What follows belongs to an exercise in optimizing a design on an open flow for small area, a short achievable clock period and few clock cycles per item; a production flow would make more cautious choices.
Only simulation tests tie the RTL to the original design; equivalence was not proved.

File: flow/run.sh
#!/bin/bash
# synth_recipe.tcl (not shown) runs the flow's synth.tcl, then flattens the netlist and writes it again
# the make line also repeats each setting of config.mk as NAME=value (left out here)
make -C /OpenROAD-flow-scripts/flow DESIGN_CONFIG=/design/flow/config.mk WORK_HOME=/design/flow/orfs CLKGATE_MAP_FILE= SYNTH_SCRIPT=/design/flow/synth_recipe.tcl finish
File: flow/config.mk
export PLATFORM = sky130hd
export DESIGN_NAME = fpu_top
export DESIGN_NICKNAME = fpu_top
export VERILOG_FILES = /design/flow/design.v
export SDC_FILE = /design/flow/constraint.sdc
export NUM_CORES = 4
export LEC_CHECK = 0
export CAP_MARGIN = 20
export CORE_MARGIN = 2
export CORE_UTILIZATION = 45
export PLACE_DENSITY = 0.6
export SLEW_MARGIN = 20
File: flow/constraint.sdc
create_clock -name core_clock -period 150.0 [get_ports {clk}]
set_input_delay 30.0000 -clock core_clock [delete_from_list [all_inputs] [get_ports {clk}]]
set_output_delay 30.0000 -clock core_clock [all_outputs]
set_load 0.01 [all_outputs]
File: flow/design.v
module add_sub (
    input  [31:0] A, B,
    input         addsub,           
    output [31:0] out,
    output        exception
);
    function [24:0] rca24;
        input [23:0] a, b;
        input        ci;
        reg c;
        integer i;
        begin
            c = ci;
            for (i = 0; i < 24; i = i + 1) begin
                rca24[i] = a[i] ^ b[i] ^ c;
                c = (a[i] & b[i]) | (a[i] & c) | (b[i] & c);
            end
            rca24[24] = c;
        end
    endfunction
    function [8:0] rca8;
        input [7:0] a, b;
        input       ci;
        reg c;
        integer i;
        begin
            c = ci;
            for (i = 0; i < 8; i = i + 1) begin
                rca8[i] = a[i] ^ b[i] ^ c;
                c = (a[i] & b[i]) | (a[i] & c) | (b[i] & c);
            end
            rca8[8] = c;
        end
    endfunction
    reg ge;
    integer j;
    always @(*) begin
        ge = 1'b1;
        for (j = 0; j < 31; j = j + 1)
            ge = (A[j] & ~B[j]) | (~(A[j] ^ B[j]) & ge);
    end
    wire        signA = A[31];
    wire        signB = B[31] ^ addsub;
    wire [30:0] big   = ge ? A[30:0] : B[30:0];
    wire [30:0] sml   = ge ? B[30:0] : A[30:0];
    wire [7:0]  eBig  = big[30:23];
    wire [8:0]  dE    = rca8(eBig, ~sml[30:23], 1'b1);     
    wire [7:0]  diff  = dE[7:0];
    wire [23:0] mSml = {1'b1, sml[22:0]};
    wire [23:0] mShf = (diff[7:5] != 3'd0) ? 24'd0 : (mSml >> diff[4:0]);
    wire        same = (signA == signB);
    wire [24:0] m    = rca24({1'b1, big[22:0]}, same ? mShf : ~mShf, ~same);
    wire [24:0] mm   = {m[24] & same, m[23:0]};
    reg [4:0] lz;
    integer i;
    always @(*) begin
        lz = 5'd23;
        for (i = 0; i < 23; i = i + 1)
            if (mm[i + 1]) lz = 5'd22 - i[4:0];
    end
    wire [4:0]  sh    = (eBig < {3'b000, lz}) ? eBig[4:0] : lz;
    wire        ovf   = mm[24];
    wire [23:0] mSel  = ovf ? mm[24:1] : mm[23:0];
    wire [23:0] mNorm = mSel << (ovf ? 5'd0 : sh);
    wire [8:0]  eOut  = rca8(eBig, ovf ? 8'd0 : ~{3'b000, sh}, 1'b1);    
    wire [7:0]  expOut = eOut[7:0];
    assign out = {(same | ge) ? signA : signB, expOut, mNorm[22:0]};
    assign exception = (expOut == 8'hFF);
endmodule
module mul_rows (
    input  [22:0] s_in,          
    input  [23:0] c_in,          
    input  [23:0] ma,            
    input  [11:0] mb,            
    output [22:0] s_out,
    output [23:0] c_out,
    output        lsb            
);
    reg [23:0] s, c, x, sn;
    reg        l;
    integer k;
    always @(*) begin
        s = {1'b0, s_in};
        c = c_in;
        l = 1'b0;
        for (k = 0; k < 12; k = k + 1) begin
            x  = ma & {24{mb[k]}};
            sn = s ^ c ^ x;
            c  = (s & c) | (s & x) | (c & x);
            l  = sn[0];
            s  = {1'b0, sn[23:1]};
        end
    end
    assign s_out = s[22:0];
    assign c_out = c;
    assign lsb   = l;
endmodule
module multiplier (
    input  [31:0] A, B,
    input  [22:0] vs,
    input  [23:0] vc,
    input         p23,
    output [31:0] out,
    output        exception
);
    reg [24:0] p;                
    reg        c;
    integer i;
    always @(*) begin
        c = 1'b0;
        p[0] = p23;
        for (i = 0; i < 24; i = i + 1) begin
            p[i + 1] = (i < 23 ? vs[i] : 1'b0) ^ vc[i] ^ c;
            c = ((i < 23 ? vs[i] : 1'b0) & vc[i]) | ((i < 23 ? vs[i] : 1'b0) & c) | (vc[i] & c);
        end
    end
    wire [7:0] e = A[30:23] + B[30:23] + 8'd129 + {7'd0, p[24]};    
    assign out = {A[31] ^ B[31], e, p[24] ? p[23:1] : p[22:0]};
    assign exception = (e == 8'hFF);
endmodule
module div_steps #(parameter N = 9) (
    input  [26:0]  ys, yc,        
    input  [23:0]  dv,            
    output [26:0]  ws, wc,        
    output [N-1:0] qp, qn         
);
    reg [26:0]  s, c, x, sn, cn;
    reg [3:0]   t;
    reg [N-1:0] p, n;
    integer k;
    always @(*) begin
        s = ys;
        c = yc;
        for (k = N - 1; k >= 0; k = k - 1) begin
            t = s[26:23] + c[26:23];               
            p[k] = ~t[3];                           
            n[k] = t[3] & (t != 4'b1111);           
            x = {{3{p[k]}}, ({24{p[k]}} & ~dv) | ({24{n[k]}} & dv)};
            sn = s ^ c ^ x;
            cn = {(s[25:0] & c[25:0]) | (s[25:0] & x[25:0]) | (c[25:0] & x[25:0]), p[k]};
            if (k > 0) begin
                s = {sn[25:0], 1'b0};
                c = {cn[25:0], 1'b0};
            end else begin
                s = sn;
                c = cn;
            end
        end
    end
    assign ws = s;
    assign wc = c;
    assign qp = p;
    assign qn = n;
endmodule
module divider (
    input  [31:0] DD, DS,
    input  [17:0] qph, qnh,       
    input  [6:0]  qpl, qnl,       
    input  [26:0] ws, wc,         
    output [31:0] out,
    output        exception,
    output        zeroDiv
);
    reg [25:0] g, pr;
    integer i, l;
    always @(*) begin
        g  = ws[25:0] & wc[25:0];
        pr = ws[25:0] | wc[25:0];
        for (l = 1; l < 32; l = l * 2)
            for (i = 25; i >= 0; i = i - 1)
                if (i >= l && ((i + 1) % (2 * l)) == 0) begin
                    g[i]  = g[i] | (pr[i] & g[i - l]);
                    pr[i] = pr[i] & pr[i - l];
                end
    end
    wire c26 = g[25] | (pr[25] & (g[23] | (pr[23] & (g[15]))));
    wire neg = ws[26] ^ wc[26] ^ c26;
    function [18:0] sub18;    
        input [17:0] a, b;
        input        bi;
        reg c;
        integer j;
        begin
            c = ~bi;
            for (j = 0; j < 18; j = j + 1) begin
                sub18[j] = a[j] ^ ~b[j] ^ c;
                c = (a[j] & ~b[j]) | (a[j] & c) | (~b[j] & c);
            end
            sub18[18] = c;
        end
    endfunction
    wire [18:0] qh0 = sub18(qph, qnh, 1'b0);
    wire [18:0] qh1 = sub18(qph, qnh, 1'b1);
    reg [6:0] ql;
    reg       cl;
    integer j2;
    always @(*) begin
        cl = ~neg;
        for (j2 = 0; j2 < 7; j2 = j2 + 1) begin
            ql[j2] = qpl[j2] ^ ~qnl[j2] ^ cl;
            cl = (qpl[j2] & ~qnl[j2]) | (qpl[j2] & cl) | (~qnl[j2] & cl);
        end
    end
    wire [24:0] q = {cl ? qh0[17:0] : qh1[17:0], ql};
    wire        sgn = DD[31] ^ DS[31];
    wire [7:0]  e0  = DD[30:23] - DS[30:23] + 8'd127;
    wire [7:0]  e   = q[24] ? e0 : e0 - 8'd1;
    wire        dsz = (DS == 32'd0);
    wire        ddz = (DD == 32'd0);
    assign out = dsz ? (ddz ? 32'hFFC00000 : {sgn, 8'hFF, 23'd0}) :
                 ddz ? 32'd0 :
                 {sgn, e, q[24] ? q[23:1] : q[22:0]};
    assign exception = dsz;
    assign zeroDiv   = dsz;
endmodule
module fpu_top (
    input clk,                 
    input reset,               
    input control,             
    input [1:0] select,        
    input [31:0] A,            
    input [31:0] B,            
    output reg [31:0] result,  
    output reg exception,      
    output reg zeroDiv,        
    output reg done            
);
    reg [31:0] a_q, b_q;
    reg [1:0]  sel_q;
    reg st1, st2, st3;
    reg [26:0] vs_q, vc_q;
    reg [17:0] qp_q, qn_q;
    wire is_mul = (sel_q == 2'b10);
    wire is_div = (sel_q == 2'b11);
    wire [31:0] as_out;
    wire        as_exc;
    add_sub add_sub_inst (.A(a_q), .B(b_q), .addsub(sel_q[0]), .out(as_out), .exception(as_exc));
    wire [22:0] ms;
    wire [23:0] mc;
    wire        mlsb;
    mul_rows mrows (.s_in(st1 ? 23'd0 : vs_q[22:0]), .c_in(st1 ? 24'd0 : vc_q[23:0]),
                    .ma({1'b1, a_q[22:0]}), .mb(st1 ? b_q[11:0] : {1'b1, b_q[22:12]}),
                    .s_out(ms), .c_out(mc), .lsb(mlsb));
    wire [31:0] mul_out;
    wire        mul_exc;
    multiplier mul_inst (.A(a_q), .B(b_q), .vs(ms), .vc(mc), .p23(mlsb), .out(mul_out), .exception(mul_exc));
    wire [26:0] dys = st1 ? {3'b000, 1'b1, a_q[22:0]} : {vs_q[25:0], 1'b0};
    wire [26:0] dyc = st1 ? 27'd0 : {vc_q[25:0], 1'b0};
    wire [26:0] ws7, wc7, ws9, wc9;
    wire [6:0]  qp7, qn7;
    wire [1:0]  qp2, qn2;
    div_steps #(.N(7)) drows_a (.ys(dys), .yc(dyc), .dv({1'b1, b_q[22:0]}),
                                .ws(ws7), .wc(wc7), .qp(qp7), .qn(qn7));
    div_steps #(.N(2)) drows_b (.ys({ws7[25:0], 1'b0}), .yc({wc7[25:0], 1'b0}), .dv({1'b1, b_q[22:0]}),
                                .ws(ws9), .wc(wc9), .qp(qp2), .qn(qn2));
    wire [31:0] div_out;
    wire        div_exc, div_zd;
    divider div_inst (.DD(a_q), .DS(b_q), .qph(qp_q), .qnh(qn_q), .qpl(qp7), .qnl(qn7),
                      .ws(ws7), .wc(wc7), .out(div_out), .exception(div_exc), .zeroDiv(div_zd));
    always @(posedge clk or posedge reset) begin
        if (reset) begin
            st1  <= 1'b0;
            st2  <= 1'b0;
            st3  <= 1'b0;
            done <= 1'b0;
        end else begin
            st1  <= control;
            st2  <= st1 & sel_q[1];
            st3  <= st2 & is_div;
            done <= (st1 & ~sel_q[1]) | (st2 & is_mul) | st3;
        end
    end
    always @(posedge clk) begin
        if (control) begin
            a_q   <= A;
            b_q   <= B;
            sel_q <= select;
        end
        if (sel_q[0]) begin
            vs_q <= ws9;
            vc_q <= wc9;
        end else begin
            vs_q <= {4'd0, ms};
            vc_q <= {3'd0, mc};
        end
        qp_q <= {qp_q[8:0], qp7, qp2};
        qn_q <= {qn_q[8:0], qn7, qn2};
        case (sel_q)
            2'b00, 2'b01: begin result <= as_out;  exception <= as_exc;  zeroDiv <= 1'b0;   end
            2'b10:        begin result <= mul_out; exception <= mul_exc; zeroDiv <= 1'b0;   end
            default:      begin result <= div_out; exception <= div_exc; zeroDiv <= div_zd; end
        endcase
    end
endmodule
==> impl_results.md, run 1 <==
* Syn_nets at 4451
* Drt drc at 0
* Worst-path cell with the longest stage delay: clkdlybuf4s50_1
* Initial Utilization at 0.4568
* Cells after DPL at 4575
* Relative slew slack at 0.2507
* CP peak stage delay at 0.53 ns
* DR vias/cell at 5.796
* WP depth at 1
* Worst Path Required at 120.00 ns
* Post-route insts no fill at 4609
* Hold endpoint: qn_q[12]
* Net count, final at 4421
* Layout cells sized above 1 at 0.05890
* Detailed-placement wirelength estimate at 84290 um
* R2r setup slk at 123.15 ns
* CP max FO at 1
* Clock transition at path regs at 0.08 ns
* Worst R2R End: vs_q[3]
* Vias at 26710
* Tcrit/Tclk final at 0.2091
* Hold Crit Start: qn_q[3]
* Antenna violations before repair at 2
* Post-synth EDFFs at 66
* Area Growth Syn to Fin at 8.247%
* Sink Count at 192
* FP Rows at 97
* Setup_tns at 0 ns
* Top cell type's share of synthesized area at 0.3299
* Die ar. at 0.07349 mm^2
* Max-cap violations at 0
* IO Port Bufs at 103
* RePlAce Congestion at 0.9695
* DP Worst Slack at 118.80 ns
* Arrival time of the worst setup path at 1.36 ns
* Tmin final at 31.36 ns
* Largest net degree at the start of global routing at 80
* Crit-path cells: clkdlybuf4s50_1
* Hold Path Depth at 0
* F_max at 31.89 MHz
* DRT iter0 DRCs at 2820
* Crit. End Element: primary output
* Post-DP Area at 0.03419 mm^2
* Final Cell Area at 0.03475 mm^2
* H-tree depth at 4
* Status: complete, no violations
* # fillers at 6828
* Core ar. at 0.07027 mm^2
* Global route overflow at 0
* Remaining antenna violation count at 0
* Resize count post-CTS at 0
* Mapped Cells at 3684
* Vias in the first global route at 26570
* Clock Latency Late Sink at 0.52 ns
* CP bufs+invs at 1
* Count of pins over their slew limit at 0
* Worst Setup SP: done
* Post-synthesis register bit count at 192
* Top post-synthesis cells by area: fa_1 33%, dfxtp_1 7.6%, ha_1 6.6%
* Pre-antenna DRT Iters at 6
* Sequential share of the synthesized area at 0.1409
* Root Buffer: clkbuf_16
* Routed wire per std cell at 23.48 um
* CTS tree: yes
* Slew @ Worst Pin at 1.124 ns
* Setup CP Type: reg -> out
* Final hold vios at 0
* CP Launch Type: flop
* Postcts setup bufs at 0
* Worst-case clock buffer depth at 2
* Total Wirelength at 108200 um
* Yosys warns at 7
* Crit path setup slack, layout at 118.64 ns
* Final Skew at 0.01557 ns
* Async SR Flop Fraction at 0.02083
* Cell area after synthesis at 0.03210 mm^2
* Die Wd at 271.1 um
* IO Pins at 104
* Commonest register cell after synthesis: dfxtp_1
* Reg2Reg Depth at 97
* Final setup fails at 0
* Hold Path Class: reg -> reg
* Total GRT Usage at 0.3002
* Die height at 271.1 um
* Delay-heaviest family, CP: buffers and inverters
* Area leader, netlist: fa_1
* Hold_buf cts at 0
* First-pass GRT wire length at 165600 um
* FF-to-FF Start: st1
* Unrepaired setup endpoints after global routing: no
* Synth unique cells at 100
* Avg Cell Area, Syn at 8.714 um^2
* CTS Buf Count at 17
-- through the flow --
step	utilization	hold WS [ns]
after global routing	0.4945	0.3714
after floorplan	-	0.3308
final	0.4945	0.3558
after CTS	0.4943	0.3558
after detailed placement	0.4865	0.3403
after global placement	0.4865	0.3374
-- worst max path at each step --
| stage | to | slack [ns] |
|---|---|---|
| global placement | a_q[27] | 118.81 |
| detailed placement | a_q[27] | 118.80 |
| CTS | done | 118.60 |
| floorplan | done | 119.62 |
| global route | result[5] | 118.59 |
| finish | done | 118.64 |
-- routing by layer --
layer / GRT usage / routed length [um] / vias to the layer above
li1: - / - / 12010
met1: 0.4081 / 44570 / 13330
met2: 0.4705 / 49040 / 1186
met3: 0.06985 / 10630 / 189
met4: 0.1034 / 3980 / 2
met5: 0 / 8 / -
-- cell usage after synthesis, drive strengths merged, types with 7 or more instances --
library cell	n
a2111oi	9
mux2	10
nand3	46
a21oi	293
a211oi	24
fa	529
nand3b	7
a31oi	19
mux4	22
a211o	11
nor3	25
dfxtp	122
buf	28
and3	14
or2	8
nand2	523
mux2i	95
clkbuf	215
edfxtp	66
o21bai	12
o21ai	200
o22ai	12
and2	19
a21o	48
inv	426
o211ai	24
nand2b	34
xor2	37
a221oi	9
xnor2	84
nor4	24
nand4	24
ha	169
nor2	293
o21a	9
o221ai	10
nor2b	81
-- kinds of logic (layout without fill, tap and decap cells) --
group	Yosys count	after routing	synth area share
and+or+nand+nor	1127	1127	0.1556
muxes	127	127	0.04895
other	0	2	0
adders and majority gates	701	701	0.3967
xor gates and xnor gates	122	122	0.03699
DFF	192	192	0.1409
AOI/OAI and AO/OA	745	745	0.1412
buffers and inverters	670	653	0.07958
-- state kept, by name, summed over array words and instances (netlist names) --
name       cells
a_q           32
b_q           32
result        32
vc_q          26
vs_q          26
qn_q          18
qp_q          18
sel_q          2
done           1
exception      1
st1            1
st2            1
st3            1
zeroDiv        1
-- cell type report --
class	count	area, um^2	area share
Multi-Input combinational cell	2822	25160	0.7241
Sequential cell	192	4528	0.1303
Timing Repair Buffer	194	1709	0.04918
Inverter	427	1618	0.04655
Tap cell	940	1176	0.03384
Clock buffer	17	425.4	0.01224
Clock inverter	15	126.4	0.003636
Antenna cell	2	5.005	0.0001440
-- cell usage in the layout (no fill, tap or decap), drive strengths merged, types with 11 or more instances in the layout --
master,instances
a211o,11
a211oi,24
a21o,48
a21oi,293
a31oi,19
and2,19
and3,14
buf,92
clkbuf,17
clkdlybuf4s50,102
dfxtp,122
edfxtp,66
fa,529
ha,169
inv,434
mux2i,95
mux4,22
nand2,523
nand2b,34
nand3,46
nand4,24
nor2,293
nor2b,81
nor3,25
nor4,24
o211ai,24
o21ai,200
o21bai,12
o22ai,12
xnor2,84
xor2,37
Testbench counts, summed over its fixed seeds: cycles 26,295, ops 9,600.
==> run 2: changes to the inputs <==
--- a/flow/design.v
+++ b/flow/design.v
@@ -97,25 +97,21 @@
 endmodule
 module multiplier (
-    input  [31:0] A, B,
     input  [22:0] vs,
     input  [23:0] vc,
     input         p23,
-    output [31:0] out,
-    output        exception
-);
-    reg [24:0] p;                
+    output [24:0] p
+);
+    reg [24:0] r;
     reg        c;
     integer i;
     always @(*) begin
         c = 1'b0;
-        p[0] = p23;
+        r[0] = p23;
         for (i = 0; i < 24; i = i + 1) begin
-            p[i + 1] = (i < 23 ? vs[i] : 1'b0) ^ vc[i] ^ c;
+            r[i + 1] = (i < 23 ? vs[i] : 1'b0) ^ vc[i] ^ c;
             c = ((i < 23 ? vs[i] : 1'b0) & vc[i]) | ((i < 23 ? vs[i] : 1'b0) & c) | (vc[i] & c);
         end
     end
-    wire [7:0] e = A[30:23] + B[30:23] + 8'd129 + {7'd0, p[24]};    
-    assign out = {A[31] ^ B[31], e, p[24] ? p[23:1] : p[22:0]};
-    assign exception = (e == 8'hFF);
+    assign p = r;
 endmodule
 module div_steps #(parameter N = 9) (
@@ -154,11 +150,8 @@
 endmodule
 module divider (
-    input  [31:0] DD, DS,
     input  [17:0] qph, qnh,       
     input  [6:0]  qpl, qnl,       
     input  [26:0] ws, wc,         
-    output [31:0] out,
-    output        exception,
-    output        zeroDiv
+    output [24:0] q
 );
     reg [25:0] g, pr;
@@ -174,7 +167,7 @@
                 end
     end
-    wire c26 = g[25] | (pr[25] & (g[23] | (pr[23] & (g[15]))));
+    wire c26 = g[25] | (pr[25] & (g[23] | (pr[23] & g[15])));
     wire neg = ws[26] ^ wc[26] ^ c26;
-    function [18:0] sub18;    
+    function [17:0] sub18;
         input [17:0] a, b;
         input        bi;
@@ -187,9 +180,8 @@
                 c = (a[j] & ~b[j]) | (a[j] & c) | (~b[j] & c);
             end
-            sub18[18] = c;
         end
     endfunction
-    wire [18:0] qh0 = sub18(qph, qnh, 1'b0);
-    wire [18:0] qh1 = sub18(qph, qnh, 1'b1);
+    wire [17:0] qh0 = sub18(qph, qnh, 1'b0);
+    wire [17:0] qh1 = sub18(qph, qnh, 1'b1);
     reg [6:0] ql;
     reg       cl;
@@ -202,15 +194,5 @@
         end
     end
-    wire [24:0] q = {cl ? qh0[17:0] : qh1[17:0], ql};
-    wire        sgn = DD[31] ^ DS[31];
-    wire [7:0]  e0  = DD[30:23] - DS[30:23] + 8'd127;
-    wire [7:0]  e   = q[24] ? e0 : e0 - 8'd1;
-    wire        dsz = (DS == 32'd0);
-    wire        ddz = (DD == 32'd0);
-    assign out = dsz ? (ddz ? 32'hFFC00000 : {sgn, 8'hFF, 23'd0}) :
-                 ddz ? 32'd0 :
-                 {sgn, e, q[24] ? q[23:1] : q[22:0]};
-    assign exception = dsz;
-    assign zeroDiv   = dsz;
+    assign q = {cl ? qh0 : qh1, ql};
 endmodule
 module fpu_top (
@@ -221,9 +203,22 @@
     input [31:0] A,            
     input [31:0] B,            
-    output reg [31:0] result,  
-    output reg exception,      
-    output reg zeroDiv,        
+    output [31:0] result,      
+    output exception,          
+    output zeroDiv,            
     output reg done            
 );
+    function [7:0] add8;
+        input [7:0] a, b;
+        input       ci;
+        reg c;
+        integer i;
+        begin
+            c = ci;
+            for (i = 0; i < 8; i = i + 1) begin
+                add8[i] = a[i] ^ b[i] ^ c;
+                c = (a[i] & b[i]) | (a[i] & c) | (b[i] & c);
+            end
+        end
+    endfunction
     reg [31:0] a_q, b_q;
     reg [1:0]  sel_q;
@@ -231,6 +226,6 @@
     reg [26:0] vs_q, vc_q;
     reg [17:0] qp_q, qn_q;
-    wire is_mul = (sel_q == 2'b10);
-    wire is_div = (sel_q == 2'b11);
+    wire is_div = sel_q[1] & sel_q[0];
+    wire last   = (st1 & ~sel_q[1]) | (st2 & ~sel_q[0]) | st3;
     wire [31:0] as_out;
     wire        as_exc;
@@ -242,7 +237,6 @@
                     .ma({1'b1, a_q[22:0]}), .mb(st1 ? b_q[11:0] : {1'b1, b_q[22:12]}),
                     .s_out(ms), .c_out(mc), .lsb(mlsb));
-    wire [31:0] mul_out;
-    wire        mul_exc;
-    multiplier mul_inst (.A(a_q), .B(b_q), .vs(ms), .vc(mc), .p23(mlsb), .out(mul_out), .exception(mul_exc));
+    wire [24:0] prod;            
+    multiplier mul_inst (.vs(ms), .vc(mc), .p23(mlsb), .p(prod));
     wire [26:0] dys = st1 ? {3'b000, 1'b1, a_q[22:0]} : {vs_q[25:0], 1'b0};
     wire [26:0] dyc = st1 ? 27'd0 : {vc_q[25:0], 1'b0};
@@ -254,8 +248,23 @@
     div_steps #(.N(2)) drows_b (.ys({ws7[25:0], 1'b0}), .yc({wc7[25:0], 1'b0}), .dv({1'b1, b_q[22:0]}),
                                 .ws(ws9), .wc(wc9), .qp(qp2), .qn(qn2));
-    wire [31:0] div_out;
-    wire        div_exc, div_zd;
-    divider div_inst (.DD(a_q), .DS(b_q), .qph(qp_q), .qnh(qn_q), .qpl(qp7), .qnl(qn7),
-                      .ws(ws7), .wc(wc7), .out(div_out), .exception(div_exc), .zeroDiv(div_zd));
+    wire [24:0] quot;            
+    divider div_inst (.qph(qp_q), .qnh(qn_q), .qpl(qp7), .qnl(qn7), .ws(ws7), .wc(wc7), .q(quot));
+    wire [24:0] md   = is_div ? quot : prod;
+    wire [7:0]  eab  = add8(a_q[30:23], b_q[30:23] ^ {8{is_div}}, 1'b1);      
+    wire [7:0]  emd  = add8(eab, is_div ? 8'd126 : 8'd128, md[24]);          
+    wire        smd  = a_q[31] ^ b_q[31];
+    wire        dsz  = (b_q == 32'd0);
+    wire        ddz  = (a_q == 32'd0);
+    reg  [33:0] res;             
+    always @(*) begin
+        if (~sel_q[1])
+            res = {as_out, as_exc, 1'b0};
+        else if (is_div & dsz)
+            res = {ddz ? 32'hFFC00000 : {smd, 8'hFF, 23'd0}, 2'b11};
+        else if (is_div & ddz)
+            res = 34'd0;
+        else
+            res = {smd, emd, md[24] ? md[23:1] : md[22:0], ~is_div & (emd == 8'hFF), 1'b0};
+    end
     always @(posedge clk or posedge reset) begin
         if (reset) begin
@@ -268,5 +277,5 @@
             st2  <= st1 & sel_q[1];
             st3  <= st2 & is_div;
-            done <= (st1 & ~sel_q[1]) | (st2 & is_mul) | st3;
+            done <= last;
         end
     end
@@ -277,18 +286,18 @@
             sel_q <= select;
         end
-        if (sel_q[0]) begin
-            vs_q <= ws9;
-            vc_q <= wc9;
-        end else begin
-            vs_q <= {4'd0, ms};
-            vc_q <= {3'd0, mc};
-        end
+        if (last)
+            vs_q <= res[33:7];
+        else
+            vs_q <= sel_q[0] ? ws9 : {4'd0, ms};
+        vc_q[26:7] <= sel_q[0] ? wc9[26:7] : {3'd0, mc[23:7]};
+        if (last)
+            vc_q[6:0] <= res[6:0];
+        else
+            vc_q[6:0] <= sel_q[0] ? wc9[6:0] : mc[6:0];
         qp_q <= {qp_q[8:0], qp7, qp2};
         qn_q <= {qn_q[8:0], qn7, qn2};
-        case (sel_q)
-            2'b00, 2'b01: begin result <= as_out;  exception <= as_exc;  zeroDiv <= 1'b0;   end
-            2'b10:        begin result <= mul_out; exception <= mul_exc; zeroDiv <= 1'b0;   end
-            default:      begin result <= div_out; exception <= div_exc; zeroDiv <= div_zd; end
-        endcase
-    end
-endmodule
+    end
+    assign result    = {vs_q, vc_q[6:2]};
+    assign exception = vc_q[1];
+    assign zeroDiv   = vc_q[0];
+endmodule
--- a/flow/config.mk
+++ b/flow/config.mk
@@ -6,4 +6,5 @@
 export NUM_CORES = 4
 export LEC_CHECK = 0
+export ABC_AREA = 1
 export CAP_MARGIN = 20
 export CORE_MARGIN = 2
==> run 2 against run 1 <==
  * Setup slack got worse by 0.079 ns
  * Final cell count rose by 3.2%
  * First-iteration DRC count rose by 4.1%
  * Largest cell class unchanged
  * Highest routed layer unchanged
==> impl_results.md, run 2 <==
* Status: complete, no violations
* H-tree depth at 4 (unchanged)
* Top cell type's share of synthesized area at 0.3574 (+0.02752)
* Largest net degree at the start of global routing at 82 (+2.5%)
* Die ar. at 0.06918 mm^2 (-5.9%)
* Clock Latency Late Sink at 0.53 ns (about the same)
* Drt drc at 0 (unchanged)
* Postcts setup bufs at 0 (unchanged)
* Die height at 263.0 um (-3.0%)
* Sink Count at 159 (-17%)
* Area Growth Syn to Fin at 8.102%
* Detailed-placement wirelength estimate at 93370 um (+11%)
* Async SR Flop Fraction at 0.02516 (+0.004324)
* Worst Path Required at 120.00 ns (about the same)
* Max-cap violations at 0 (unchanged)
* Clock transition at path regs at 0.08 ns (about the same)
* FP Rows at 94 (-3.1%)
* Largest regs: a_q (32), b_q (32), vs_q (27)
* Setup_tns at 0 ns (unchanged)
* FF-to-FF Start: st1
* Mapped Cells at 3891 (+5.6%)
* DRT iter0 DRCs at 2935 (+4.1%)
* Die Wd at 263.0 um (-3.0%)
* Cells after DPL at 4722 (+3.2%)
* Total Wirelength at 115000 um (+6.3%)
* CTS Buf Count at 17 (unchanged)
* RePlAce Congestion at 1.044 (+7.7%)
* Pre-antenna DRT Iters at 7 (+1)
* Antenna violations before repair at 4 (+2)
* # fillers at 6624 (-3.0%)
* CTS tree: yes
* Delay-heaviest family, CP: buffers and inverters
* Vias in the first global route at 26080 (-1.9%)
* Post-route insts no fill at 4756 (+3.2%)
* Cell area after synthesis at 0.03019 mm^2 (-6.0%)
* Most common cell after layout, fill and taps aside: nand2_1
* Final hold vios at 0 (unchanged)
* Net count, final at 4635 (+4.8%)
* Initial Utilization at 0.4568 (about the same)
* F_max at 31.81 MHz (-0.25%)
* Final setup fails at 0 (unchanged)
* IO Port Bufs at 103 (unchanged)
* Top post-synthesis cells by area: fa_1 36%, nand2_1 12%, inv_1 7.7%
* Setup CP Type: reg -> out
* Slew @ Worst Pin at 1.277 ns (+0.1525 ns)
* Synth top cells by count: 968 x nand2_1, 621 x inv_1, 539 x fa_1
* Worst-path cell with the longest stage delay: clkdlybuf4s50_1
* Post-synthesis register bit count at 159 (-17%)
* Unrepaired setup endpoints after global routing: no
* Commonest cells after routing, fill and taps aside: 968 x nand2_1, 621 x inv_1, 539 x fa_1, 340 x o21ai_0, 235 x nor2_1
* Synth unique cells at 65 (-35%)
* Hold_buf cts at 0 (unchanged)
* Final Cell Area at 0.03264 mm^2 (-6.1%)
* Avg Cell Area, Syn at 7.759 um^2 (-11%)
* Syn_nets at 4649 (+4.4%)
* Post-DP Area at 0.03203 mm^2 (-6.3%)
* CP max FO at 3 (+2)
* Count of pins over their slew limit at 0 (unchanged)
* Post-synth EDFFs at 66 (unchanged)
* Crit. End Element: primary output
* Final hold slack at 0.3496 ns (-0.006193 ns)
* Relative slew slack at 0.1438 (-0.1068)
* Sequential share of the synthesized area at 0.1280 (-0.01296)
* Finished Core Util at 0.4938 (-0.0007530)
* Area leader, netlist: fa_1
* Vias at 26620 (-0.35%)
* Global route overflow at 0 (unchanged)
* Resize count post-CTS at 0 (unchanged)
* DR vias/cell at 5.597 (-3.4%)
* Root Buffer: clkbuf_16
* Worst-case clock buffer depth at 2 (unchanged)
* CP Launch Type: flop
* Top-count cell post-synth: nand2_1
* Remaining antenna violation count at 0 (unchanged)
* Layout cells sized above 1 at 0.04884 (-0.01006)
* Tmin final at 31.44 ns (+0.07900 ns)
* Worst Setup SP: vs_q[22]
* Total GRT Usage at 0.3383 (+0.03815)
* IO Pins at 104 (unchanged)
* Commonest register cell after synthesis: dfxtp_1
* Routed wire per std cell at 24.18 um (+3.0%)
* Yosys warns at 7 (unchanged)
* Arrival time of the worst setup path at 1.44 ns (+0.08 ns)
* Tcrit/Tclk final at 0.2096 (+0.0005267)
* Final Skew at 0.02940 ns (+0.01383 ns)
* Hold Crit Start: qn_q[3]
* CP peak stage delay at 0.56 ns (+0.03 ns)
* Core ar. at 0.06610 mm^2 (-5.9%)
* First-pass GRT wire length at 171200 um (+3.4%)
* Hold Path Class: reg -> reg
* CP bufs+invs at 1 (unchanged)
* Crit-path cells: clkdlybuf4s50_1
-- run 2: final cells by class --
type                    instances  area, um^2  area share
repair buffers                170        1531     0.04692
clock inverters                14       166.4    0.005099
inverters                     658        2477     0.07591
diodes                          2       5.005   0.0001533
well taps                     864        1081     0.03312
clock buffers                  18       429.2     0.01315
multi-input cells            2871       23080      0.7072
flip-flops and latches        159        3865      0.1184
-- run 2: layer usage --
metal | share of wire | vias up | GRT usage
met2 | 0.44 | 1208 | 0.5127
met5 | 0.00029 | - | 0
met4 | 0.055 | 6 | 0.1674
met3 | 0.097 | 234 | 0.08194
met1 | 0.41 | 13150 | 0.4537
li1 | - | 12030 | -
-- run 2: final timing paths --
kind,to,slack (ns),cells after the start
hold / removal,qn_q[12],0.35,0
setup / recovery,result[27],118.56,1
min in group asynchronous,st2,29.66,2
max in group asynchronous,st1,120.17,2
setup reg to reg,exception,120.86,128
hold reg to reg,qn_q[12],0.35,0
-- run 2: logic make-up (layout without fill, tap and decap cells) --
group / count (synthesis) / in the layout / synth area share
adders and majority gates: 694 / 694 / 0.4212
xor gates and xnor gates: 85 / 85 / 0.02491
DFF: 159 / 159 / 0.1280
buffers and inverters: 861 / 860 / 0.1089
and+or+nand+nor: 1416 / 1416 / 0.1905
muxes: 2 / 2 / 0.0006631
other: 0 / 2 / 0
AOI/OAI and AO/OA: 674 / 674 / 0.1258
-- run 2: per-stage QoR --
step	setup slack (ns)
finish	118.56
global route	118.52
CTS	118.53
detailed placement	118.72
global placement	118.75
floorplan	119.58
Testbench counts of run 2, summed over its fixed seeds: cycles 26,295, ops 9,600.
==> run 3: changes to the inputs <==
--- a/flow/design.v
+++ b/flow/design.v
@@ -150,6 +150,6 @@
 endmodule
 module divider (
-    input  [17:0] qph, qnh,       
-    input  [6:0]  qpl, qnl,       
+    input  [15:0] qph, qnh,       
+    input  [7:0]  qpl, qnl,       
     input  [26:0] ws, wc,         
     output [24:0] q
@@ -169,6 +169,6 @@
     wire c26 = g[25] | (pr[25] & (g[23] | (pr[23] & g[15])));
     wire neg = ws[26] ^ wc[26] ^ c26;
-    function [17:0] sub18;
-        input [17:0] a, b;
+    function [16:0] sub17;
+        input [16:0] a, b;
         input        bi;
         reg c;
@@ -176,18 +176,18 @@
         begin
             c = ~bi;
-            for (j = 0; j < 18; j = j + 1) begin
-                sub18[j] = a[j] ^ ~b[j] ^ c;
+            for (j = 0; j < 17; j = j + 1) begin
+                sub17[j] = a[j] ^ ~b[j] ^ c;
                 c = (a[j] & ~b[j]) | (a[j] & c) | (~b[j] & c);
             end
         end
     endfunction
-    wire [17:0] qh0 = sub18(qph, qnh, 1'b0);
-    wire [17:0] qh1 = sub18(qph, qnh, 1'b1);
-    reg [6:0] ql;
+    wire [16:0] qh0 = sub17({1'b1, qph}, {1'b0, qnh}, 1'b0);
+    wire [16:0] qh1 = sub17({1'b1, qph}, {1'b0, qnh}, 1'b1);
+    reg [7:0] ql;
     reg       cl;
     integer j2;
     always @(*) begin
         cl = ~neg;
-        for (j2 = 0; j2 < 7; j2 = j2 + 1) begin
+        for (j2 = 0; j2 < 8; j2 = j2 + 1) begin
             ql[j2] = qpl[j2] ^ ~qnl[j2] ^ cl;
             cl = (qpl[j2] & ~qnl[j2]) | (qpl[j2] & cl) | (~qnl[j2] & cl);
@@ -225,5 +225,5 @@
     reg st1, st2, st3;
     reg [26:0] vs_q, vc_q;
-    reg [17:0] qp_q, qn_q;
+    reg [15:0] qp_q, qn_q;
     wire is_div = sel_q[1] & sel_q[0];
     wire last   = (st1 & ~sel_q[1]) | (st2 & ~sel_q[0]) | st3;
@@ -234,20 +234,15 @@
     wire [23:0] mc;
     wire        mlsb;
-    mul_rows mrows (.s_in(st1 ? 23'd0 : vs_q[22:0]), .c_in(st1 ? 24'd0 : vc_q[23:0]),
+    mul_rows mrows (.s_in(vs_q[22:0]), .c_in(vc_q[23:0]),
                     .ma({1'b1, a_q[22:0]}), .mb(st1 ? b_q[11:0] : {1'b1, b_q[22:12]}),
                     .s_out(ms), .c_out(mc), .lsb(mlsb));
     wire [24:0] prod;            
     multiplier mul_inst (.vs(ms), .vc(mc), .p23(mlsb), .p(prod));
-    wire [26:0] dys = st1 ? {3'b000, 1'b1, a_q[22:0]} : {vs_q[25:0], 1'b0};
-    wire [26:0] dyc = st1 ? 27'd0 : {vc_q[25:0], 1'b0};
-    wire [26:0] ws7, wc7, ws9, wc9;
-    wire [6:0]  qp7, qn7;
-    wire [1:0]  qp2, qn2;
-    div_steps #(.N(7)) drows_a (.ys(dys), .yc(dyc), .dv({1'b1, b_q[22:0]}),
-                                .ws(ws7), .wc(wc7), .qp(qp7), .qn(qn7));
-    div_steps #(.N(2)) drows_b (.ys({ws7[25:0], 1'b0}), .yc({wc7[25:0], 1'b0}), .dv({1'b1, b_q[22:0]}),
-                                .ws(ws9), .wc(wc9), .qp(qp2), .qn(qn2));
+    wire [26:0] ws8, wc8;
+    wire [7:0]  qp8, qn8;
+    div_steps #(.N(8)) drows (.ys(vs_q), .yc(vc_q), .dv({1'b1, b_q[22:0]}),
+                              .ws(ws8), .wc(wc8), .qp(qp8), .qn(qn8));
     wire [24:0] quot;            
-    divider div_inst (.qph(qp_q), .qnh(qn_q), .qpl(qp7), .qnl(qn7), .ws(ws7), .wc(wc7), .q(quot));
+    divider div_inst (.qph(qp_q), .qnh(qn_q), .qpl(qp8), .qnl(qn8), .ws(ws8), .wc(wc8), .q(quot));
     wire [24:0] md   = is_div ? quot : prod;
     wire [7:0]  eab  = add8(a_q[30:23], b_q[30:23] ^ {8{is_div}}, 1'b1);      
@@ -286,15 +281,20 @@
             sel_q <= select;
         end
-        if (last)
-            vs_q <= res[33:7];
-        else
-            vs_q <= sel_q[0] ? ws9 : {4'd0, ms};
-        vc_q[26:7] <= sel_q[0] ? wc9[26:7] : {3'd0, mc[23:7]};
-        if (last)
-            vc_q[6:0] <= res[6:0];
-        else
-            vc_q[6:0] <= sel_q[0] ? wc9[6:0] : mc[6:0];
-        qp_q <= {qp_q[8:0], qp7, qp2};
-        qn_q <= {qn_q[8:0], qn7, qn2};
+        if (control) begin
+            vs_q <= select[0] ? {3'b001, A[22:0], 1'b1} : 27'd0;
+            vc_q <= select[0] ? {3'b110, ~B[22:0], 1'b1} : 27'd0;
+        end else begin
+            if (last)
+                vs_q <= res[33:7];
+            else
+                vs_q <= sel_q[0] ? {ws8[25:0], 1'b0} : {4'd0, ms};
+            vc_q[26:7] <= sel_q[0] ? wc8[25:6] : {3'd0, mc[23:7]};
+            if (last)
+                vc_q[6:0] <= res[6:0];
+            else
+                vc_q[6:0] <= sel_q[0] ? {wc8[5:0], 1'b0} : mc[6:0];
+        end
+        qp_q <= {qp_q[7:0], qp8};
+        qn_q <= {qn_q[7:0], qn8};
     end
     assign result    = {vs_q, vc_q[6:2]};
==> flow/flow/run.sh (new file) <==
#!/bin/bash
# The standard layout (standard.sh), except that the port buffers are
# sky130_fd_sc_hd__buf_1 cells instead of the default pick (a larger, slower
# delay buffer).  make's full output goes to standard.log; each ORFS step keeps
# its own log under orfs/logs.
set -euo pipefail
bash standard.sh "BUFFER_PORTS_ARGS=-buffer_cell sky130_fd_sc_hd__buf_1" finish > standard.log 2>&1
==> flow/standard.sh (new file) <==
#!/bin/bash
# synth_recipe.tcl (not shown) runs the flow's synth.tcl, then flattens the netlist and writes it again
# the make line also repeats each setting of config.mk as NAME=value (left out here)
make -C /OpenROAD-flow-scripts/flow DESIGN_CONFIG=/design/flow/config.mk WORK_HOME=/design/flow/orfs CLKGATE_MAP_FILE= SYNTH_SCRIPT=/design/flow/synth_recipe.tcl "${@:-finish}"
removed: flow/run.sh
==> run 3 against run 2 <==
  * Still clean on timing, DRC and antenna
  * Final cell count is 3.4% lower
  * Register-to-register slack worse by 0.68 ns
  * Clock skew is 0.014 ns lower
  * Utilization is 1.0 points lower
  * Critical path type is now in -> reg
  * Critical endpoint is now vc_q[9]
==> impl_results.md, run 3 <==
* Largest regs: a_q (32), b_q (32)
* Antenna Cells at 0 (-2)
* Clock transition at path regs at 0.08 ns (about the same)
* Pre-antenna DRT Iters at 6 (-1)
* Final setup fails at 0 (unchanged)
* Synth top cells by count: 1113 x nand2_1, 517 x fa_1, 516 x inv_1
* Top post-synthesis cells by area: fa_1 36%, nand2_1 15%, edfxtp_1 6.9%
* Async SR Flop Fraction at 0.02564 (+0.0004838)
* FP Rows at 92 (-2.1%)
* Initial Utilization at 0.4557 (-0.001055)
* Slew @ Worst Pin at 1.118 ns (-0.1587 ns)
* IO Pins at 104 (unchanged)
* Tcrit/Tclk final at 0.2100 (+0.0004467)
* Synth unique cells at 57 (-12%)
* Cell area after synthesis at 0.02880 mm^2 (-4.6%)
* First-pass GRT wire length at 163400 um (-4.6%)
* Core ar. at 0.06320 mm^2 (-4.4%)
* Area Growth Syn to Fin at 6.078%
* Top cell type's share of synthesized area at 0.3594 (+0.001989)
* Final Skew at 0.01574 ns (-0.01366 ns)
* CTS Buf Count at 17 (unchanged)
* Final hold vios at 0 (unchanged)
* DRT iter0 DRCs at 2581 (-12%)
* DR vias/cell at 5.644 (+0.84%)
* # fillers at 6489 (-2.0%)
* Resize count post-CTS at 0 (unchanged)
* Status: complete, no violations
* Vias at 25920 (-2.6%)
* Routed wire per std cell at 23.64 um (-2.2%)
* Total Wirelength at 108600 um (-5.6%)
* Drt drc at 0 (unchanged)
* Worst-case clock buffer depth at 2 (unchanged)
* Clock Latency Late Sink at 0.52 ns (about the same)
* Commonest cells after routing, fill and taps aside: 1112 x nand2_1, 517 x fa_1, 515 x inv_1, 388 x o21ai_0, 151 x nand3_1
* Post-synthesis register bit count at 156 (-1.9%)
* Yosys warns at 6 (-1)
* H-tree depth at 4 (unchanged)
* CTS tree: yes
* Arrival time of the worst setup path at 31.89 ns (+30.45 ns)
* Final hold slack at 0.3531 ns (+0.003473 ns)
* Hold Path Class: reg -> reg
* Commonest register cell after synthesis: dfxtp_1
* Remaining antenna violation count at 0 (unchanged)
* Setup_tns at 0 ns (unchanged)
* Area of the multi-input gates at 0.02217 mm^2 (-4.0%)
* Most common cell after layout, fill and taps aside: nand2_1
* Sequential share of the synthesized area at 0.1321 (+0.004103)
* Crit path setup slack, layout at 118.49 ns (-0.06700 ns)
* Net count, final at 4420 (-4.6%)
* Cells after DPL at 4561 (-3.4%)
* Setup CP Type: in -> reg
* Post-synth EDFFs at 66 (unchanged)
* Die ar. at 0.06604 mm^2 (-4.5%)
* Vias in the first global route at 25080 (-3.8%)
* Postcts setup bufs at 0 (unchanged)
* Antenna violations before repair at 5 (+1)
* F_max at 31.74 MHz (-0.21%)
* DP Worst Slack at 117.96 ns (-0.7630 ns)
* Count of pins over their slew limit at 0 (unchanged)
* Die Wd at 257.0 um (-2.3%)
* Relative slew slack at 0.2520 (+0.1082)
* Area leader, netlist: fa_1
* Max-cap violations at 0 (unchanged)
* Layout cells sized above 1 at 0.04857 (-0.0002710)
* CP Launch Type: input pin
* Unrepaired setup endpoints after global routing: no
* Sink Count at 156 (-1.9%)
* Tmin final at 31.51 ns (+0.06700 ns)
* IO Port Bufs at 103 (unchanged)
* Hold_buf cts at 0 (unchanged)
* Crit. End Element: flop
* Total GRT Usage at 0.3361 (-0.002239)
* Syn_nets at 4444 (-4.4%)
* RePlAce Congestion at 1.030 (-1.4%)
* Worst Path Required at 150.38 ns (+30.38 ns)
* Die height at 257.0 um (-2.3%)
* Mapped Cells at 3758 (-3.4%)
* Top-count cell post-synth: nand2_1
* Root Buffer: clkbuf_16
* Post-route insts no fill at 4593 (-3.4%)
* Largest net degree at the start of global routing at 109 (+33%)
* Flip-flop and latch area at 0.003804 mm^2 (-1.6%)
* Global route overflow at 0 (unchanged)
* CP max FO at 68 (+65)
* Avg Cell Area, Syn at 7.663 um^2 (-1.2%)
* Detailed-placement wirelength estimate at 88780 um (-4.9%)
==> run 3: worst max-delay path: stages <==
cell      delay, ns
clkbuf_4       0.14
buf_4          0.50
buf_4          0.82
a21oi_1        0.08
o21ai_0        0.13
o21ai_0        0.10
==> run 3: logic make-up (layout without fill, tap and decap cells) <==
group,count (synthesis),count (layout),share of synthesized area
compound gates,649,649,0.1240
xor+xnor,75,75,0.02307
fa+ha+maj,617,617,0.4028
buf+inv,746,735,0.1002
flops,156,156,0.1321
mux,3,3,0.001043
simple gates,1512,1512,0.2167
==> run 3: worst paths after layout <==
kind	endpoint	startpoint	depth (start not counted)	slack [ns]
max	vc_q[9]	control	6	118.49
min	qn_q[9]	qn_q[1]	0	0.35
max reg2reg	vc_q[1]	vs_q[23]	139	120.18
min reg2reg	qn_q[9]	qn_q[1]	0	0.35
max in group asynchronous	st1	reset	2	120.47
min in group asynchronous	st2	reset	2	29.35
==> run 3: through the flow <==
step | util | instance area [um^2]
5_1_grt | 0.4834 | 30550
4_1_cts | 0.4833 | 30540
3_5_place_dp | 0.4733 | 29910
2_1_floorplan | - | 28800
3_3_place_gp | 0.4733 | 29910
6_report | 0.4834 | 30550
==> run 3: final cells by class <==
| class | count | share of cell area |
|---|---|---|
| tap | 846 | 0.03465 |
| sequential | 156 | 0.1245 |
| timing repair buffer | 163 | 0.02752 |
| clock buffer | 17 | 0.01393 |
| multi-input combinational | 2856 | 0.7256 |
| clock inverter | 15 | 0.006840 |
| inverter | 540 | 0.06692 |
==> run 3: routing by layer <==
| layer | part of all wire | routed length [um] | up-vias | global-route usage |
|---|---|---|---|---|
| li1 | - | - | 11750 | - |
| met1 | 0.41 | 44060 | 12670 | 0.4596 |
| met2 | 0.44 | 47930 | 1276 | 0.5132 |
| met3 | 0.10 | 11080 | 222 | 0.07447 |
| met4 | 0.050 | 5432 | 8 | 0.1466 |
| met5 | 0.00051 | 55 | - | 0 |
Testbench counts of run 3, summed over its fixed seeds: cycles 26,295, ops 9,600.
==> run 4: changes to the inputs <==
--- a/flow/design.v
+++ b/flow/design.v
@@ -227,4 +227,5 @@
     reg [15:0] qp_q, qn_q;
     wire is_div = sel_q[1] & sel_q[0];
+    wire idle   = ~(st1 | st2 | st3);
     wire last   = (st1 & ~sel_q[1]) | (st2 & ~sel_q[0]) | st3;
     wire [31:0] as_out;
@@ -234,5 +235,5 @@
     wire [23:0] mc;
     wire        mlsb;
-    mul_rows mrows (.s_in(vs_q[22:0]), .c_in(vc_q[23:0]),
+    mul_rows mrows (.s_in(vs_q[22:0] & {23{~st1}}), .c_in(vc_q[23:0] & {24{~st1}}),
                     .ma({1'b1, a_q[22:0]}), .mb(st1 ? b_q[11:0] : {1'b1, b_q[22:12]}),
                     .s_out(ms), .c_out(mc), .lsb(mlsb));
@@ -276,12 +277,12 @@
     end
     always @(posedge clk) begin
-        if (control) begin
+        if (idle) begin
             a_q   <= A;
             b_q   <= B;
             sel_q <= select;
         end
-        if (control) begin
-            vs_q <= select[0] ? {3'b001, A[22:0], 1'b1} : 27'd0;
-            vc_q <= select[0] ? {3'b110, ~B[22:0], 1'b1} : 27'd0;
+        if (idle) begin
+            vs_q <= {3'b001, A[22:0], 1'b1};
+            vc_q <= {3'b110, ~B[22:0], 1'b1};
         end else begin
             if (last)
==> run 4 against run 3 <==
  * Still clean
  * Synthesized cell count rose by 1.4%
  * Utilization barely moved
  * Final cell count grew 0.94%
  * Synthesized area rose by 0.52%
  * Flip-flop and latch count did not move
  * Sequential share of layout area about the same
  * Design area rose by 0.12%
  * Hold slack worse by 0.0016 ns
  * Critical path depth shrank 5
==> impl_results.md, run 4 <==
* Resize count post-CTS at 0 (unchanged)
* Worst-path cell with the longest stage delay: dfxtp_1
* Postcts setup bufs at 0 (unchanged)
* R2r setup slk at 120.03 ns (-0.15 ns)
* Die height at 257.6 um (+0.25%)
* H-tree depth at 4 (unchanged)
* RePlAce Congestion at 1.001 (-2.8%)
* Top-count cell post-synth: nand2_1
* Crit. End Element: primary output
* Total Wirelength at 108200 um (-0.30%)
* Hold Path Class: reg -> reg
* Initial Utilization at 0.4572 (+0.001523)
* Relative slew slack at 0.2518 (about the same)
* Area of the multi-input gates at 0.02218 mm^2 (about the same)
* Hold_buf cts at 0 (unchanged)
* Max-cap violations at 0 (unchanged)
* Worst R2R End: vc_q[1]
* Top cell type's share of synthesized area at 0.3575 (-0.001849)
* Syn_nets at 4497 (+1.2%)
* Final setup fails at 0 (unchanged)
* Net count, final at 4461 (+0.93%)
* Post-synthesis register bit count at 156 (unchanged)
* IO Port Bufs at 103 (unchanged)
* Pre-antenna DRT Iters at 6 (unchanged)
* Tcrit/Tclk final at 0.2082 (-0.001827)
* Die Wd at 257.6 um (+0.25%)
* CP peak stage delay at 0.49 ns (-0.33 ns)
* Yosys warns at 6 (unchanged)
* Vias at 25880 (-0.17%)
* CTS Buf Count at 17 (unchanged)
* Final hold vios at 0 (unchanged)
* Hold endpoint: qn_q[10]
* Drt drc at 0 (unchanged)
* Tmin final at 31.23 ns (-0.2740 ns)
* Flip-flop and latch area at 0.003805 mm^2 (about the same)
* CP bufs+invs at 1 (-2)
* Global route overflow at 0 (unchanged)
* Avg Cell Area, Syn at 7.594 um^2 (-0.91%)
* Worst Path Required at 120.00 ns (-30.38 ns)
* IO Pins at 104 (unchanged)
* Hold Crit Start: qn_q[2]
* FF-to-FF Start: vs_q[24]
* CP max FO at 3 (-96%)
* Core ar. at 0.06331 mm^2 (+0.18%)
* Cell area after synthesis at 0.02895 mm^2 (+0.52%)
* Hold Path Depth at 0 (unchanged)
* Delay-heaviest family, CP: flip-flops
* # fillers at 6522 (+0.51%)
* CP Launch Type: flop
* Status: complete, no violations
* Sink Count at 156 (unchanged)
* Largest regs: a_q (32), b_q (32)
* Worst Setup SP: vs_q[9]
* Layout cells sized above 1 at 0.04460 (-0.003969)
* Clock transition at path regs at 0.10 ns (+0.02 ns)
* Largest net degree at the start of global routing at 98 (-10%)
* CTS tree: yes
* Most common cell after layout, fill and taps aside: nand2_1
* Area leader, netlist: fa_1
* Final Skew at 0.02894 ns (+0.01320 ns)
* Worst-case clock buffer depth at 2 (unchanged)
* Reg2Reg Depth at 136 (-2.2%)
* Post-synth EDFFs at 66 (unchanged)
* Area Growth Syn to Fin at 5.662%
* Setup CP Type: reg -> out
* Unrepaired setup endpoints after global routing: no
* Sequential share of the synthesized area at 0.1314 (-0.0006793)
* Detailed-placement wirelength estimate at 87630 um (-1.3%)
* Commonest cells after routing, fill and taps aside: 1067 x nand2_1, 561 x inv_1, 517 x fa_1, 396 x o21ai_0, 216 x nor2_1
* DRT iter0 DRCs at 2609 (+1.1%)
* Total GRT Usage at 0.3319 (-0.004159)
* DR vias/cell at 5.583 (-1.1%)
* Antenna violations before repair at 3 (-2)
* Crit-path cells: buf_1
* Setup_tns at 0 ns (unchanged)
* Root Buffer: clkbuf_16
* Die ar. at 0.06637 mm^2 (+0.51%)
* Synth unique cells at 61 (+7.0%)
* Vias in the first global route at 25450 (+1.5%)
* Clock Latency Late Sink at 0.52 ns (about the same)
* Arrival time of the worst setup path at 1.23 ns (-30.66 ns)
* Routed wire per std cell at 23.35 um (-1.2%)
* Top post-synthesis cells by area: fa_1 36%, nand2_1 14%, inv_1 7.3%
* FP Rows at 92 (unchanged)
* Commonest register cell after synthesis: dfxtp_1
* Count of pins over their slew limit at 0 (unchanged)
* Mapped Cells at 3812 (+1.4%)
* Remaining antenna violation count at 0 (unchanged)
* Async SR Flop Fraction at 0.02564 (unchanged)
* F_max at 32.02 MHz (+0.88%)
* Synth top cells by count: 1068 x nand2_1, 562 x inv_1, 517 x fa_1
* First-pass GRT wire length at 161700 um (-0.99%)
* Slew @ Worst Pin at 1.112 ns (-0.005880 ns)
[run 4: logic make-up (layout without fill, tap and decap cells)]
family,count (synthesis),in the layout,synth area share
buffers and inverters,786,763,0.1047
flip-flops,156,156,0.1314
adder cells (fa/ha/maj),618,618,0.4010
AO/OA/AOI/OAI,662,662,0.1264
multiplexers,3,3,0.001037
XOR/XNOR,80,80,0.02472
other,0,1,0
AND/OR/NAND/NOR,1507,1507,0.2107
[run 4: stage by stage]
stage                     hold slack, ns  cell area [um^2]    util  setup slack, ns  std cells
after CTS                         0.3505             30580  0.4831           118.74       4635
after global routing              0.3606             30580  0.4831           118.09       4635
final                             0.3515             30590  0.4831           118.77       4636
after floorplan                   0.3308             28950       -           119.52       3812
after detailed placement          0.3349             29980  0.4736           119.28       4603
after global placement            0.3360             29980  0.4736           119.27       4603
[run 4: worst max path at each step]
stage          slack [ns]    endpoint  depth (start not counted)
4_1_cts            118.74   exception                          1
2_1_floorplan      119.52   result[0]                          1
3_3_place_gp       119.27   exception                          1
6_report           118.77  result[14]                          1
5_1_grt            118.09     vc_q[1]                        135
3_5_place_dp       119.28   exception                          1
[run 4: cell type report]
type	count	area share
flip-flops and latches	156	0.1244
diodes	1	0.00008181
clock buffers	17	0.01391
well taps	846	0.03461
multi-input cells	2870	0.7251
inverters	576	0.07077
clock inverters	15	0.005727
repair buffers	155	0.02540
[run 4: per-layer routing]
metal | up-vias | track usage | routed length [um]
li1 | 11790 | - | -
met5 | - | 0 | 13
met1 | 12700 | 0.4316 | 43190
met4 | 2 | 0.1509 | 5591
met3 | 239 | 0.08363 | 10430
met2 | 1154 | 0.5231 | 49000
Testbench counts of run 4, summed over its fixed seeds: cycles 26,295, ops 9,600.

## what the ideal ports hide
Ports are ideal in the flow. The routed layouts listed here were re-timed in OpenROAD. Step 1, drivers: a clkbuf_16 drives clk and a buf_2 each remaining input, both assumed. Step 2 times the ports against the registers' clock, not the clock port: input delays grow and output delays shrink by t, the midpoint of the rising clock arrivals with the driver on. Slacks: ideal ports / drivers / drivers and shift; pairs: ideal ports / drivers.
run | shift t [ns] | slack for setup (ns) | worst setup path at the end | worst register clock-pin slew, ns | pins driven straight from the clock port
run 1 | 0.573 | 118.639 / 118.575 / 118.788 | input to register | 0.09 / 0.09 | 1
run 2 | 0.581 | 118.560 / 118.493 / 118.791 | input to register | 0.09 / 0.09 | 1
run 3 | 0.570 | 118.493 / 118.533 / 117.963 | input to register | 0.09 / 0.09 | 1
run 4 | 0.568 | 118.767 / 118.703 / 119.271 | register to output | 0.10 / 0.10 | 1
After both steps setup and hold are still met in every run listed. For run 3, which loses most, drivers alone change the setup slack by +0.040 ns; drivers and shift together by -0.530 ns.
